What follows belongs to an exercise in optimizing a design on an open flow for small area; a production flow would make more cautious choices. In this exercise RTL edits were held to simulation tests only and were not proved equivalent to the original. In every run shown here, the design's own scripts or RTL, not TritonCTS, make the clock network. No driver is modelled on the clock port, so clock power and skew are understated where the tree is cut down; a real chip needs a root buffer or a tree. No activity file was given, so power comes from the tool's default toggle rates.

==> design/flow/flow/run.sh <==
#!/bin/bash
# Own layout flow: the standard ORFS flow (standard.sh), with
#  - synthesis: the same script (synth_recipe.tcl), but ABC maps with an
#    area-oriented script (abc_area.script here) and full adders are not
#    extracted first, so ABC sees all of the logic; registers are unchanged;
#  - port buffers: the smallest buffer cell;
#  - tie cells: not duplicated per load;
#  - clock tree: one clock buffer for all registers (own_cts.tcl).
# Each tool's output goes to a log file of its own in this folder.
set -euo pipefail
W=$(pwd)
rm -rf "$W/scripts_own"
cp -r "$FLOW_HOME/scripts" "$W/scripts_own"
cp "$W/flow/abc_area.script" "$W/scripts_own/abc_area.script"
sed -i 's|^log_cmd clock_tree_synthesis .*|source $::env(OWN_CTS_TCL)|' "$W/scripts_own/cts.tcl"
grep -q OWN_CTS_TCL "$W/scripts_own/cts.tcl"
V=(SCRIPTS_DIR="$W/scripts_own" ABC_AREA=1 ADDER_MAP_FILE=
   "BUFFER_PORTS_ARGS=-buffer_cell sky130_fd_sc_hd__buf_1"
   SKIP_REPAIR_TIE_FANOUT=1
   OWN_CTS_TCL="$W/flow/own_cts.tcl" OWN_CLK_BUF=sky130_fd_sc_hd__clkbuf_8 OWN_CLK_NBUF=2)
bash standard.sh "${V[@]}" synth > "$W/log_synth.txt" 2>&1
bash standard.sh "${V[@]}" finish > "$W/log_layout.txt" 2>&1
==> design/flow/flow/abc_area.script <==
strash
&get -n
&st
&dch
&nf -R 1000
&put
strash
&get -n
&st
&dch
&nf -R 1000
&put
topo
==> design/flow/flow/own_cts.tcl <==
# Clock tree: OWN_CLK_NBUF clock buffers of type OWN_CLK_BUF, one per group of
# registers (the groups split the registers left to right), each placed at
# the centre of its group; the clock port drives only these buffers.
set block [ord::get_db_block]
set dbu [$block getDbUnitsPerMicron]
set sinks {}
foreach it [[$block findNet clk] getITerms] {
  set bb [[$it getInst] getBBox]
  lappend sinks [list [expr {([$bb xMin] + [$bb xMax]) / 2.0 / $dbu}] \
                      [expr {([$bb yMin] + [$bb yMax]) / 2.0 / $dbu}] \
                      [[$it getInst] getName]/[[$it getMTerm] getName]]
}
set sinks [lsort -real -index 0 $sinks]
set nbuf $::env(OWN_CLK_NBUF)
set n [llength $sinks]
for {set g 0} {$g < $nbuf} {incr g} {
  set part [lrange $sinks [expr {$g * $n / $nbuf}] [expr {($g + 1) * $n / $nbuf - 1}]]
  set sx 0
  set sy 0
  set pins {}
  foreach s $part {
    set sx [expr {$sx + [lindex $s 0]}]
    set sy [expr {$sy + [lindex $s 1]}]
    lappend pins [get_pins [lindex $s 2]]
  }
  set cx [expr {$sx / [llength $part]}]
  set cy [expr {$sy / [llength $part]}]
  puts "own clock buffer $g: $::env(OWN_CLK_BUF) for [llength $part] sinks at ($cx, $cy)"
  insert_buffer -buffer_cell $::env(OWN_CLK_BUF) -net clk -load_pins $pins \
    -location [list $cx $cy] -buffer_name clkbuf_own$g -net_name clknet_own$g
}
set_propagated_clock [all_clocks]
==> design/flow/standard.sh <==
#!/bin/bash
# synth_recipe.tcl (not shown) runs the flow's synth.tcl, then flattens the netlist and writes it again
# the make line also repeats each setting of config.mk as NAME=value (left out here)
make -C /OpenROAD-flow-scripts/flow DESIGN_CONFIG=/design/flow/config.mk WORK_HOME=/design/flow/orfs CLKGATE_MAP_FILE= SYNTH_SCRIPT=/design/flow/synth_recipe.tcl "${@:-finish}"
==> design/flow/config.mk <==
export PLATFORM = sky130hd
export DESIGN_NAME = top_level
export DESIGN_NICKNAME = top_level
export VERILOG_FILES = /design/flow/design.v
export SDC_FILE = /design/flow/constraint.sdc
export NUM_CORES = 4
export LEC_CHECK = 0
export CAP_MARGIN = 20
export CORE_MARGIN = 2
export CORE_UTILIZATION = 40
export CTS_BUF_LIST = sky130_fd_sc_hd__clkbuf_4 sky130_fd_sc_hd__clkbuf_8
export PLACE_DENSITY = 0.6
export SLEW_MARGIN = 20
==> design/flow/constraint.sdc <==
create_clock -name core_clock -period 100.0 [get_ports {clk}]
set_input_delay 20.0000 -clock core_clock [delete_from_list [all_inputs] [get_ports {clk}]]
set_output_delay 20.0000 -clock core_clock [all_outputs]
set_load 0.01 [all_outputs]
==> design/flow/design.v <==
`timescale 1ns / 1ps
module top_level
# (parameter width = 2)
(
    input clk,
    input rst_n,
    input botao1,
    input botao2,
    output logic [width - 1:0] LED,
    output logic [6:0] digito1, digito2, digito3
);
logic [14:0] s;
logic [1:0] st;
logic [4:0] kd;
logic [16:0] c;
logic led;
wire fresh = st == 2'b11;
wire z14 = s[13:0] == 14'd0;
wire sec = z14 & ~s[14] & ~fresh;
wire dec = sec & botao1 & ~botao2 & (kd >= 5'd3);
wire inc = sec & botao2 & ~botao1 & (kd <= 5'd22);
logic [16:0] lim;
always_comb
    case (kd)
        5'd2:  lim = 17'd98303;
        5'd3:  lim = 17'd65535;
        5'd4:  lim = 17'd49151;
        5'd5:  lim = 17'd39321;
        5'd6:  lim = 17'd32767;
        5'd7:  lim = 17'd28086;
        5'd8:  lim = 17'd24575;
        5'd9:  lim = 17'd21845;
        5'd10: lim = 17'd19660;
        5'd11: lim = 17'd17873;
        5'd12: lim = 17'd16383;
        5'd13: lim = 17'd15123;
        5'd14: lim = 17'd14043;
        5'd15: lim = 17'd13107;
        5'd16: lim = 17'd12287;
        5'd17: lim = 17'd11565;
        5'd18: lim = 17'd10922;
        5'd19: lim = 17'd10347;
        5'd20: lim = 17'd9830;
        5'd21: lim = 17'd9362;
        5'd22: lim = 17'd8936;
        5'd23: lim = 17'd8548;
        default: lim = 17'd0;
    endcase
logic wrap;
logic [16:0] cinc;
always_comb begin
    wrap = 1'b1;
    for (int i = 0; i < 17; i++)
        wrap = (c[i] == lim[i]) ? wrap : c[i];
    for (int i = 0; i < 17; i++)
        cinc[i] = c[i] ^ (&(c | ~((17'd1 << i) - 17'd1)));
end
always_ff @(posedge clk)
    c <= (wrap | fresh | ~rst_n) ? 17'd0 : cinc;
always_ff @(posedge clk or negedge rst_n)
begin
    if (~rst_n) begin
        s <= 15'd0;
        st <= 2'b11;
        kd <= 5'd6;
        led <= 1'b0;
    end else begin
        s <= {s[13:0], s[14] ^ s[13] ^ z14};
        st <= {dec, inc};
        if (st == 2'b01) kd <= kd + 5'd1;
        else if (st == 2'b10) kd <= kd - 5'd1;
        if (wrap) led <= ~led;
    end
end
assign LED = {led, ~led};
logic [3:0] t;
always_comb begin
    if (kd >= 5'd20) begin
        digito1 = 7'b0100100;
        t = kd - 5'd20;
    end else if (kd >= 5'd10) begin
        digito1 = 7'b1111001;
        t = kd - 5'd10;
    end else begin
        digito1 = 7'b1000000;
        t = kd[3:0];
    end
    case (t)
        4'd0: digito2 = 7'b1000000;
        4'd1: digito2 = 7'b1111001;
        4'd2: digito2 = 7'b0100100;
        4'd3: digito2 = 7'b0110000;
        4'd4: digito2 = 7'b0011001;
        4'd5: digito2 = 7'b0010010;
        4'd6: digito2 = 7'b0000010;
        4'd7: digito2 = 7'b1111000;
        4'd8: digito2 = 7'b0000000;
        4'd9: digito2 = 7'b0010000;
        default: digito2 = 7'b0000000;
    endcase
end
assign digito3 = 7'b1000000;
endmodule
==> metrics.cfg, run 1 <==
[placed_design]
hpwl_um=2950
io_buffers=18
dp_cells=319
gp_congestion=0.902

[sta]
worst_clock_skew_ns=0.00576
tns_ns=0
hold_slack_ns=0.376
finalSetupViolCount=0
finalHoldViolations=0
fmax_ghz=0.0445
slew_headroom_pct=47.8
fin_crit_sh_pct=22.5
tightest_slew_ns=0.783
drv_slew=0
rsz0062_at_grt=false
fin_crit_ns=22.48

[yosys]
synth_common_cells=nor2_1 (34), a21oi_1 (26), dfrtp_1 (19), dfxtp_1 (17), nand2_1 (15)
syn_inst=241
synthTopCellsByArea=dfrtp_1 (23%), dfxtp_1 (16%), a21oi_1 (6.2%), nor2_1 (6.0%), xnor2_1 (5.8%)
syn_nets=245
avgSynthCellArea_um2=8.76
synth_cell_types=40
synth_edf_count=0
ys_seq_area_share_pct=43.6
syn_area_um2=2110
yosys_warnings=1
synth_most_common_cell=nor2_1
synth_seq_cells=40
synth-async-reset-ratio_pct=57.5
ys.flop_type=dfrtp_1
yosysTopAreaCell=dfrtp_1
yosysTopAreaCellShare_pct=22.5

[finish]
layout.cells.non_filler=321
fin_nets=257
drive_gt1_share_pct=2.79
fill_cells=532
seq_area_um2=921
syn2layout_area_growth_pct=5.10
antennaDiodeCount=0
multi_input_area_um2=1090

[worst_setup_path]
critPathArrivalTime_ns=2.48
r2r_cells=21
critical_path_class=reg2out
critPathMaxFanout=22
rrSetupSlack_ns=94.40
cp_common_cell=a21oi_1
crit_path_cell_trace=nor2_1 -> nor2b_1 -> clkinv_1 -> a21oi_1 -> xor2_1 -> a21oi_1 -> nor3_1 -> buf_1
required_ns=80.00
r2r_start=kd[4]$_DFFE_PN0P_
cpPeakStageDelay_ns=0.78
cpMaxStageDelayCell=dfstp_2
cp-start-kind=register
crit_path_start=kd[2]$_DFFE_PN1P_
end_kind=primary output

[power]
power_frac_clock_pct=16.0
p_sw_share_pct=37.1
p_switching_uw=13.9
vdd.ir_drop.worst_v=0.00000733
seqPwrFrac_pct=49.9
p_int_uw=23.5
p_leak_uw=0.000842
combinationalPowerShare_pct=34.1
power.density_nw_per_um2=16.9

[grt]
grt.met2_usage_pct=23.1
top_usage_layer=met2
grt_use_met3_pct=1.18
grt_pass1_wl_um=7220
grt_usage_pct=14.1
antenna_found_initial=0
grt_max_degree=26
grtUsageMet1_pct=21.0
grt-ovfl-total=0
grt_pass1_vias=1521

[routing]
vias_per_cell=5.36
antenna_left=0
drtIter0Drc=144
drc=0
route.vias.total=1719
wl_per_cell_um=12.9
drt_pass1_iterations=4
wirelength_um=4130

[outcome]
status=timing/DRC/antenna clean

[hold_path]
whs_path_depth=0
min_from=s[4]$_DFF_PN0_
hold_path.class=reg2reg

[die]
rows=26
die_area_um2=5870
dieHeight_um=76.6
die_w_um=76.6
core_area_um2=5110
io-pin-count=27
start_util_pct=41.3

[clock_network]
hold_buffers=0
postCtsResizedCells=0
clk_latency_ns=0.17
clk_pin_slew_worst_paths_ns=0.12
postCtsSetupBuffers=0

[job]
cap_violations=0

through the flow:
step           area, µm²  total power (µW)  setup WS (ns)  utilization [%]
3_3_place_gp        2190              31.7          77.82             42.9
5_1_grt             2220              40.0          77.26             43.4
3_5_place_dp        2190              31.7          77.73             42.9
6_report            2220              37.4          77.52             43.4
4_1_cts             2220              37.6          77.52             43.4
2_1_floorplan       2110              28.7          77.76                -
power groups by stage:
stage | sequential, µW | clock [µW] | combinational [µW]
after floorplan | 18.4 | 0 | 10.3
after global placement | 18.9 | 0 | 12.8
after detailed placement | 19.0 | 0 | 12.7
after CTS | 18.6 | 6.17 | 12.8
after global routing | 18.9 | 6.71 | 14.4
final | 18.7 | 6.00 | 12.8
per-layer routing:
| layer | vias to the layer above | part of all wire [%] |
|---|---|---|
| met5 | - | 0 |
| met4 | 0 | 1.0 |
| met3 | 4 | 4.0 |
| met2 | 31 | 44 |
| met1 | 807 | 51 |
| li1 | 877 | - |
sequential cells by signal, indices dropped and copies added, names as in the netlist:
signal,cells
st,2
s,15
led,1
c,17
kd,5
placed cells by master, fill, tap and decap left out, types with 3 or more instances in the layout:
cell,Yosys,routed
a21oi_1,26,26
xor2_1,5,5
nor2_1,34,34
nor3_1,14,14
xnor2_1,14,14
nand2b_1,4,4
clkinv_1,5,5
buf_1,0,18
dfxtp_1,17,17
o22ai_1,5,5
dfrtp_1,19,19
a31oi_1,3,3
nand2_1,15,15
nor2b_1,9,9
a22oi_1,5,5
maj3_1,5,5
o21ai_0,5,5
and3_1,8,8
nor4_1,4,4
dfstp_2,4,4
worst paths after layout:
check,end
setup / recovery,digito2[0]
hold / removal,s[5]$_DFF_PN0_
setup reg to reg,c[2]$_SDFF_PP0_
hold reg to reg,s[5]$_DFF_PN0_
max in group asynchronous,st[1]$_DFF_PN1_
min in group asynchronous,s[5]$_DFF_PN0_
area by class of cell, clock buffers not listed:
type	instances	area share (%)
Timing Repair Buffer	19	3.38
Tap cell	70	3.95
Multi-Input combinational cell	185	49.1
Inverter	5	0.846
Sequential cell	40	41.5
kinds of logic (layout without fill, tap and decap cells):
group                      count (synthesis)  after routing  share of synthesized area [%]
xor gates and xnor gates                  19             19                           7.88
AOI/OAI and AO/OA                         59             59                           17.5
buffers and inverters                     16             26                           4.80
other                                      2              2                          0.356
and+or+nand+nor                          100            100                           23.4
adders and majority gates                  5              5                           2.37
DFF                                       40             40                           43.6
critical path: cells and delay by family (launching register included):
kind / cells / cell delay, ns
AOI/OAI and AO/OA: 2 / 0.30
DFF: 1 / 0.78
xor gates and xnor gates: 1 / 0.35
and+or+nand+nor: 3 / 0.57
buffers and inverters: 2 / 0.30
==> inputs of run 2 (changes only) <==
--- a/design/flow/design.v
+++ b/design/flow/design.v
@@ -11,6 +11,8 @@
 );
 logic [14:0] s;
-logic [1:0] st;
-logic [4:0] kd;
+logic [1:0] stn;
+wire [1:0] st = ~stn;
+logic [4:0] kq;
+wire [4:0] kd = kq ^ 5'd6;
 logic [16:0] c;
 logic led;
@@ -62,12 +64,12 @@
     if (~rst_n) begin
         s <= 15'd0;
-        st <= 2'b11;
-        kd <= 5'd6;
+        stn <= 2'b00;
+        kq <= 5'd0;
         led <= 1'b0;
     end else begin
         s <= {s[13:0], s[14] ^ s[13] ^ z14};
-        st <= {dec, inc};
-        if (st == 2'b01) kd <= kd + 5'd1;
-        else if (st == 2'b10) kd <= kd - 5'd1;
+        stn <= ~{dec, inc};
+        if (st == 2'b01) kq <= (kd + 5'd1) ^ 5'd6;
+        else if (st == 2'b10) kq <= (kd - 5'd1) ^ 5'd6;
         if (wrap) led <= ~led;
     end
==> design/flow/flow/abc_area.script (replaced) <==
strash
&get -n
&deepsyn -T 90
&put
&get -n
&dch
&nf -R 1000
&put
strash
&get -n
&dch
&nf -R 1000
&put
topo
--- a/design/flow/config.mk
+++ b/design/flow/config.mk
@@ -9,5 +9,4 @@
 export CORE_MARGIN = 2
 export CORE_UTILIZATION = 40
-export CTS_BUF_LIST = sky130_fd_sc_hd__clkbuf_4 sky130_fd_sc_hd__clkbuf_8
 export PLACE_DENSITY = 0.6
 export SLEW_MARGIN = 20
==> run 2 against run 1 <==
  * Power is 33% lower
  * Sequential share of layout area up 2.2 points
  * Cell area decreased by 5.5%
  * Clock power decreased by 3%
  * Clock skew fell by 0.0022 ns
  * Fmax shrank 2.5%
  * Global-route usage is 0.86 points higher
  * Sequential cell count did not move
  * Critical endpoint unchanged
  * Largest cell class unchanged
  * Largest power group unchanged
  * Highest routed layer unchanged
==> metrics.cfg, run 2 <==
[routing]
wirelength_um=4130  ; about the same
route.vias.total=1622  ; -5.6%
drtIter0Drc=206  ; +43%
wl_per_cell_um=13.9  ; +8.0%
drc=0  ; unchanged
drt_pass1_iterations=4  ; unchanged
wl_met1_um=2220  ; +6.2%
wl_met3_um=134  ; -19%
wl_met2_um=1750  ; -4.5%
highest_layer=met4
vias_per_cell=5.46  ; +2.0%
antenna_left=0  ; unchanged

[sta]
worst_clock_skew_ns=0.00359  ; -0.00217 ns
finalSetupViolCount=0  ; unchanged
rsz0062_at_grt=false
fin_crit_sh_pct=23.1  ; +0.58 points
fin_crit_ns=23.06  ; +0.582 ns
slew_headroom_pct=54.5  ; +6.7 points
tns_ns=0  ; unchanged
tightest_slew_ns=0.683  ; -0.0998 ns
fmax_ghz=0.0434  ; -2.5%
hold_slack_ns=0.378  ; +0.00202 ns
finalHoldViolations=0  ; unchanged
drv_slew=0  ; unchanged

[yosys]
synth_cell_types=40  ; unchanged
yosysTopAreaCellShare_pct=28.9  ; +6.4 points
syn_inst=220  ; -8.7%
ys_seq_area_share_pct=46.0  ; +2.3 points
synth_edf_count=0  ; unchanged
yosys_warnings=1  ; unchanged
ys.flop_type=dfrtp_1
synthTopCellsByArea=dfrtp_1 (29%), dfxtp_1 (17%), xnor2_1 (4.4%), buf_4 (4.1%), nor2_1 (4.0%)
synth-async-reset-ratio_pct=57.5  ; unchanged
syn_nets=224  ; -8.6%
yosysTopAreaCell=dfrtp_1
synth_seq_cells=40  ; unchanged
synth_most_common_cell=dfrtp_1
syn_area_um2=1990  ; -5.6%
avgSynthCellArea_um2=9.06  ; +3.4%
synth_common_cells=dfrtp_1 (23), nor2_1 (21), dfxtp_1 (17), a21oi_1 (15), nand2_1 (15)

[worst_setup_path]
end_kind=primary output
required_ns=80.00  ; about the same
cp-start-kind=register
cpMaxStageDelayCell=dfrtp_1
crit_path_cell_trace=nor2b_1 -> nor2_1 -> o32ai_1 -> or2_0 -> o221a_1 -> o21ai_0 -> a21boi_0 -> nor2b_1 -> buf_1
critPathMaxFanout=18  ; -18%
path_delay_family=compound AO/OA/AOI/OAI gates
cp_common_cell=nor2b_1
critPathArrivalTime_ns=3.06  ; +0.58 ns
critical_path_class=reg2out
cp_num_buf_inv=1  ; -1
cpPeakStageDelay_ns=0.70  ; -0.08 ns

[grt]
grt_pass1_wl_um=6730  ; -6.7%
grt_max_degree=25  ; -3.8%
grt_usage_pct=15.0  ; +0.86 points
grt_pass1_vias=1377  ; -9.5%
grt-ovfl-total=0  ; unchanged
antenna_found_initial=0  ; unchanged

[outcome]
status=timing/DRC/antenna clean

[job]
cap_violations=0  ; unchanged

[clock_network]
clk_pin_slew_worst_paths_ns=0.12  ; about the same
clk_latency_ns=0.17  ; about the same
hold_buffers=0  ; unchanged
postCtsSetupBuffers=0  ; unchanged
postCtsResizedCells=0  ; unchanged

[die]
dieHeight_um=74.6  ; -2.7%
rows=25  ; -3.8%
die_w_um=74.6  ; -2.7%
io-pin-count=27  ; unchanged
core_area_um2=4750  ; -6.9%
start_util_pct=41.9  ; +0.59 points
die_area_um2=5560  ; -5.3%

[finish]
top_regs=c (17), s (15), kq (5)
layout_common_cells=dfrtp_1 (23), nor2_1 (21), buf_1 (18), dfxtp_1 (17)
fin_nets=236  ; -8.2%
syn2layout_area_growth_pct=5.21
layout.cells.non_filler=297  ; -7.5%
drive_gt1_share_pct=1.30  ; -1.5 points
largest-register=c
largest_register_ffs=17  ; unchanged
final_common_cell=dfrtp_1
finalInstanceArea_um2=2100  ; -5.5%
antennaDiodeCount=0  ; unchanged

[hold_path]
hold_path.class=reg2reg

[power]
vdd.ir_drop.worst_v=0.00000742  ; +1.3%
p_leak_uw=0.000798  ; -5.2%
total_power_uw=25.2  ; -33%
power.density_nw_per_um2=12.0  ; -29%

[placed_design]
dp_cells=295  ; -7.5%
hpwl_um=3000  ; +1.8%
gp_congestion=0.870  ; -3.6%
post_dp_cell_area_um2=2070  ; -5.5%
io_buffers=18  ; unchanged

[run 2: cell types whose count changed in the layout (fill, tap and decap cells not counted), sizes merged, moves of 4 or more]
cell   before  now
dfrtp      19   23
o21ai       5   10
xnor2      14   10
nor2       34   21
dfstp       4    0
nand3       2    6
maj3        5    0
a21oi      26   15
[run 2: metrics by stage]
step / setup slack [ns] / util (%)
finish: 76.94 / 44.1
global route: 76.72 / 44.1
CTS: 76.98 / 44.1
detailed placement: 77.23 / 43.5
global placement: 77.22 / 43.5
floorplan: 77.41 / -
[run 2: cells by family (layout without fill, tap and decap cells)]
| logic type | Yosys count | after routing | synth area share [%] |
|---|---|---|---|
| flip-flops | 40 | 40 | 46.0 |
| buffers and inverters | 14 | 24 | 4.71 |
| multiplexers | 1 | 1 | 0.502 |
| AND/OR/NAND/NOR | 93 | 93 | 24.2 |
| AO/OA/AOI/OAI | 57 | 57 | 18.6 |
| other | 2 | 2 | 0.377 |
| XOR/XNOR | 13 | 13 | 5.71 |
[run 2: power by group]
| group | switching, µW | leakage (µW) | internal [µW] | total [µW] |
|---|---|---|---|---|
| logic | 1.82 | 0.000357 | 0.920 | 2.74 |
| registers | 0.411 | 0.000426 | 16.2 | 16.6 |
| clock network | 3.95 | 0.0000144 | 1.88 | 5.83 |
[run 2: final timing paths]
check                                  start                 to  slack, ns  cells after the start
setup / recovery           kq[3]$_DFFE_PN0P_         digito2[0]      76.94                      9
hold / removal                s[0]$_DFF_PN0_     s[1]$_DFF_PN0_       0.38                      0
setup reg to reg           kq[3]$_DFFE_PN0P_   c[14]$_SDFF_PP0_      94.55                     23
hold reg to reg               s[0]$_DFF_PN0_     s[1]$_DFF_PN0_       0.38                      0
max in group asynchronous              rst_n  kq[0]$_DFFE_PN0P_      80.01                      2
min in group asynchronous              rst_n   stn[1]$_DFF_PN0_      19.77                      2
[run 2: layout make-up, clock buffers not listed]
cell class                 instances  area, µm²
sequential                        40        916
tap                               67       83.8
fill                             497       2660
multi-input combinational        166        983
timing repair buffer              19       75.1
inverter                           3       11.3
[run 2: routing by layer]
layer / track usage [%] / up-vias
met5: 0 / -
met4: 1.39 / 0
met3: 1.63 / 2
met2: 21.8 / 29
met1: 24.5 / 778
li1: - / 813
==> inputs of run 3 (changes only) <==
--- a/design/flow/design.v
+++ b/design/flow/design.v
@@ -10,5 +10,6 @@
     output logic [6:0] digito1, digito2, digito3
 );
-logic [14:0] s;
+logic [14:0] q;
+wire [14:0] s = q ^ 15'h2aaa;
 logic [1:0] stn;
 wire [1:0] st = ~stn;
@@ -60,13 +61,13 @@
 always_ff @(posedge clk)
     c <= (wrap | fresh | ~rst_n) ? 17'd0 : cinc;
+always_ff @(posedge clk)
+    q <= (rst_n ? {s[13:0], s[14] ^ s[13] ^ z14} : 15'd0) ^ 15'h2aaa;
 always_ff @(posedge clk or negedge rst_n)
 begin
     if (~rst_n) begin
-        s <= 15'd0;
         stn <= 2'b00;
         kq <= 5'd0;
         led <= 1'b0;
     end else begin
-        s <= {s[13:0], s[14] ^ s[13] ^ z14};
         stn <= ~{dec, inc};
         if (st == 2'b01) kq <= (kd + 5'd1) ^ 5'd6;
==> design/flow/flow/run.sh (replaced) <==
#!/bin/bash
# Own layout flow: the standard ORFS flow (standard.sh), with
#  - synthesis: the same script (synth_recipe.tcl), but ABC maps with an
#    area-oriented script (abc_area.script here, with deepsyn) and full adders
#    are not extracted first, so ABC sees all of the logic; registers are
#    unchanged. Synthesis runs once per deepsyn seed in SEEDS, and the run with
#    the smallest cell area is laid out;
#  - port buffers: the smallest buffer cell;
#  - tie cells: not duplicated per load;
#  - clock tree: OWN_CLK_NBUF clock buffers, each driving a group of registers
#    (own_cts.tcl).
# Each tool's output goes to a log file of its own in this folder.
set -euo pipefail
W=$(pwd)
SEEDS="0 1 2 3"
V=(ABC_AREA=1 ADDER_MAP_FILE=
   "BUFFER_PORTS_ARGS=-buffer_cell sky130_fd_sc_hd__buf_1"
   SKIP_REPAIR_TIE_FANOUT=1
   OWN_CTS_TCL="$W/flow/own_cts.tcl" OWN_CLK_BUF=sky130_fd_sc_hd__clkbuf_8 OWN_CLK_NBUF=2)
for i in $SEEDS; do
  d="$W/syn_$i"
  rm -rf "$d"
  mkdir -p "$d"
  cp -r "$FLOW_HOME/scripts" "$d/scripts_own"
  sed "s/@SEED@/$i/" "$W/flow/abc_area.script" > "$d/scripts_own/abc_area.script"
  sed -i 's|^log_cmd clock_tree_synthesis .*|source $::env(OWN_CTS_TCL)|' "$d/scripts_own/cts.tcl"
  grep -q OWN_CTS_TCL "$d/scripts_own/cts.tcl"
  sed "s|$W/orfs|$d/orfs|g" "$W/standard.sh" > "$d/standard.sh"
done
for i in $SEEDS; do
  d="$W/syn_$i"
  bash "$d/standard.sh" SCRIPTS_DIR="$d/scripts_own" "${V[@]}" synth > "$W/log_synth_$i.txt" 2>&1 &
done
wait
best=""
best_area=""
for i in $SEEDS; do
  f="$W/syn_$i/orfs/reports/sky130hd/top_level/base/synth_stat.txt"
  [[ -f "$W/syn_$i/orfs/results/sky130hd/top_level/base/1_synth.odb" && -f "$f" ]] || continue
  a=$(awk '/Chip area for module/ {print $NF}' "$f")
  echo "seed $i: synthesis area $a" >> "$W/log_seeds.txt"
  if [[ -z "$best" ]] || awk -v a="$a" -v b="$best_area" 'BEGIN {exit !(a < b)}'; then
    best=$i
    best_area=$a
  fi
done
echo "laid out: seed $best" >> "$W/log_seeds.txt"
rm -rf "$W/orfs"
mv "$W/syn_$best/orfs" "$W/orfs"
bash standard.sh SCRIPTS_DIR="$W/syn_$best/scripts_own" "${V[@]}" finish > "$W/log_layout.txt" 2>&1
==> design/flow/flow/abc_area.script (replaced) <==
strash
&get -n
&deepsyn -T 90 -S @SEED@
&put
&get -n
&dch
&nf -R 1000
&put
strash
&get -n
&dch
&nf -R 1000
&put
topo
==> run 3 against run 2 <==
  * Worst setup slack gained 0.55 ns
  * Register-to-register slack gained 0.67 ns
  * Synthesized cell count grew 14%
  * Critical endpoint unchanged
  * Largest cell class unchanged
  * Largest power group is now combinational cells
==> metrics.cfg, run 3 <==
[power]
p_leak_uw=0.000760  ; -4.8%
total_power_uw=64.4  ; +160%
power.density_nw_per_um2=30.7  ; +160%
vdd.ir_drop.worst_v=0.0000112  ; +51%

[sta]
worst_clock_skew_ns=0.00449  ; +0.000896 ns
tightest_slew_ns=0.581  ; -0.102 ns
finalSetupViolCount=0  ; unchanged
fin_crit_sh_pct=22.5  ; -0.55 points
tns_ns=0  ; unchanged
finalHoldViolations=0  ; unchanged
drv_slew=0  ; unchanged
rsz0062_at_grt=false
fmax_ghz=0.0444  ; +2.5%
fin_crit_ns=22.51  ; -0.552 ns
slew_headroom_pct=61.3  ; +6.8 points

[routing]
vias_per_cell=5.29  ; -3.1%
wl_per_cell_um=12.6  ; -9.7%
drc=0  ; unchanged
antenna_left=0  ; unchanged
drt_pass1_iterations=7  ; +3
drtIter0Drc=172  ; -17%
wirelength_um=4110  ; -0.63%
route.vias.total=1731  ; +6.7%

[placed_design]
gp_congestion=0.867  ; -0.38%
hpwl_um=2960  ; -1.5%
io_buffers=18  ; unchanged
post_dp_cell_area_um2=2070  ; -0.12%

[grt]
grt_pass1_wl_um=6840  ; +1.6%
grt_pass1_vias=1435  ; +4.2%
grt_usage_pct=14.9  ; -0.026 points
grt-ovfl-total=0  ; unchanged
antenna_found_initial=0  ; unchanged
grt_max_degree=25  ; unchanged

[die]
die_w_um=74.5  ; about the same
start_util_pct=41.9  ; -0.053 points
io-pin-count=27  ; unchanged
die_area_um2=5560  ; -0.12%
rows=25  ; unchanged
dieHeight_um=74.5  ; about the same
core_area_um2=4750  ; unchanged

[yosys]
yosys_warnings=1  ; unchanged
synth_common_cells=nor2_1 (40), nand2_1 (34), dfxtp_1 (32), a21oi_1 (19)
synth_most_common_cell=nor2_1
synthTopCellsByArea=dfxtp_1 (32%), dfrtp_1 (10%), nor2_1 (7.5%), nand2_1 (6.4%), a21oi_1 (4.8%)
synth_cell_types=37  ; -7.5%
synth_edf_count=0  ; unchanged
syn_area_um2=1990  ; -0.13%
ys.flop_type=dfxtp_1
yosysTopAreaCell=dfxtp_1
synth_seq_cells=40  ; unchanged
ys_seq_area_share_pct=42.2  ; -3.7 points
yosysTopAreaCellShare_pct=32.2  ; +3.3 points
synth-async-reset-ratio_pct=20.0  ; -37 points
syn_inst=250  ; +14%
syn_nets=254  ; +13%
avgSynthCellArea_um2=7.96  ; -12%

[worst_setup_path]
critPathMaxFanout=10  ; -8
cp-start-kind=register
critical_path_class=reg2out
critPathArrivalTime_ns=2.51  ; -0.55 ns
crit_path_start=kq[4]$_DFFE_PN0P_
required_ns=80.00  ; about the same
r2r_start=kq[1]$_DFFE_PN0P_
end_kind=primary output

[finish]
largest_register_ffs=17  ; unchanged
seq_area_um2=841  ; -8.2%
multi_input_area_um2=1050  ; +6.6%
finalInstanceArea_um2=2090  ; -0.12%
antennaDiodeCount=0  ; unchanged
top_regs=c (17), q (15), kq (5)
fill_cells=495  ; -0.40%
layout_common_cells=nor2_1 (40), nand2_1 (34), dfxtp_1 (32), a21oi_1 (19), buf_1 (18)
fin_nets=266  ; +13%
drive_gt1_share_pct=1.15  ; -0.15 points
final_common_cell=nor2_1
largest-register=c
syn2layout_area_growth_pct=5.22  ; about the same

[clock_network]
hold_buffers=0  ; unchanged
postCtsSetupBuffers=0  ; unchanged
clk_latency_ns=0.17  ; about the same
clk_pin_slew_worst_paths_ns=0.12  ; about the same
postCtsResizedCells=0  ; unchanged

[job]
cap_violations=0  ; unchanged

[hold_path]
hold_path.class=reg2reg
min_from=q[12]$_SDFF_PN0_

[outcome]
status=timing/DRC/antenna clean

[run 3: cell count changes after synthesis, sizes merged, moves of 3 or more]
cell	previous run	this run
nand2	15	34
dfrtp	23	8
a221oi	4	1
nand2b	7	4
nand3b	4	1
nand3	6	3
a21oi	15	19
nor2	21	40
dfxtp	17	32
[run 3: power breakdown]
group	total (µW)	internal, µW	switching [µW]	leakage (µW)
logic	35.0	12.7	22.3	0.000397
registers	23.5	17.9	5.60	0.000349
clock network	5.90	1.88	4.02	0.0000144
[run 3: worst max-delay path: stages (launching register included)]
cell      delay (ns)
dfrtp_1         0.57
clkinv_1        0.30
nor2_1          0.26
nand2_1         0.08
nand2_1         0.10
o21a_1          0.18
nand3b_1        0.08
o21ai_0         0.14
nand2_1         0.14
o21ai_0         0.29
buf_1           0.19
[run 3: cells by family after synthesis]
family                     share of synthesized area (%)
DFF                                                 42.2
AOI/OAI and AO/OA                                   16.5
and+or+nand+nor                                     28.6
adders and majority gates                           1.01
buffers and inverters                               5.09
other                                              0.377
xor gates and xnor gates                            6.16
[run 3: final timing paths]
| check | cells after the start | endpoint | slack, ns |
|---|---|---|---|
| hold / removal | 1 | q[13]$_DFF_P_ | 0.41 |
| setup / recovery | 10 | digito2[0] | 77.49 |
| min in group asynchronous | 2 | kq[1]$_DFFE_PN0P_ | 19.76 |
| setup reg to reg | 24 | c[5]$_SDFF_PP0_ | 95.22 |
| hold reg to reg | 1 | q[13]$_DFF_P_ | 0.41 |
| max in group asynchronous | 2 | led$_DFFE_PN0P_ | 80.05 |
[run 3: metrics by stage]
stage                     instances  worst slack (ns)  util (%)  hold slack [ns]
final                           327             77.49      44.1            0.405
after CTS                       327             77.53      44.1            0.407
after detailed placement        325             77.77      43.5            0.378
after global placement          325             77.93      43.5            0.373
after global routing            327             77.25      44.1            0.424
after floorplan                 250             78.03         -            0.359
[run 3: final cells by class, clock buffers not listed]
type | count | area share (%)
multi-input cells | 194 | 50.1
flip-flops and latches | 40 | 40.1
well taps | 67 | 4.00
repair buffers | 19 | 3.58
inverters | 5 | 0.896
[run 3: per-layer routing]
layer  up-vias  GRT usage [%]  share of wire (%)
met3         3           1.49                7.1
met1       775           24.8                 55
li1        895              -                  -
met4         0          0.794               0.71
met2        58           21.6                 37
met5         -              0                  0

[what the ideal ports hide]
The flow's constraints put no driver on any port. The routed layouts listed below were extracted and timed again, unchanged, in two steps. Step 1 sets driving cells, clkbuf_16 on the clock port and buf_2 on the other inputs (assumed; they add their load-dependent delay and slew). Step 2 adds t to the input delays and takes it off the output delays; t is the mean of the earliest and latest rising clock arrival at the registers after step 1. Input paths then give back, and output paths get back, about the clock's delay inside the block. Slacks: no drivers / after step 1 / after step 2; pairs: no drivers / after step 1.
run	t (ns)	slack for setup (ns)	worst setup path after step 2	clock arrival spread, ns	worst register clock-pin slew, ns
run 1	0.212	77.519 / 77.478 / 77.690	register to output	0.006 / 0.006	0.12 / 0.12
run 2	0.208	76.937 / 76.897 / 77.105	register to output	0.004 / 0.004	0.12 / 0.12
run 3	0.206	77.489 / 77.451 / 77.658	register to output	0.004 / 0.005	0.12 / 0.12
After both steps every run listed still meets setup and hold.
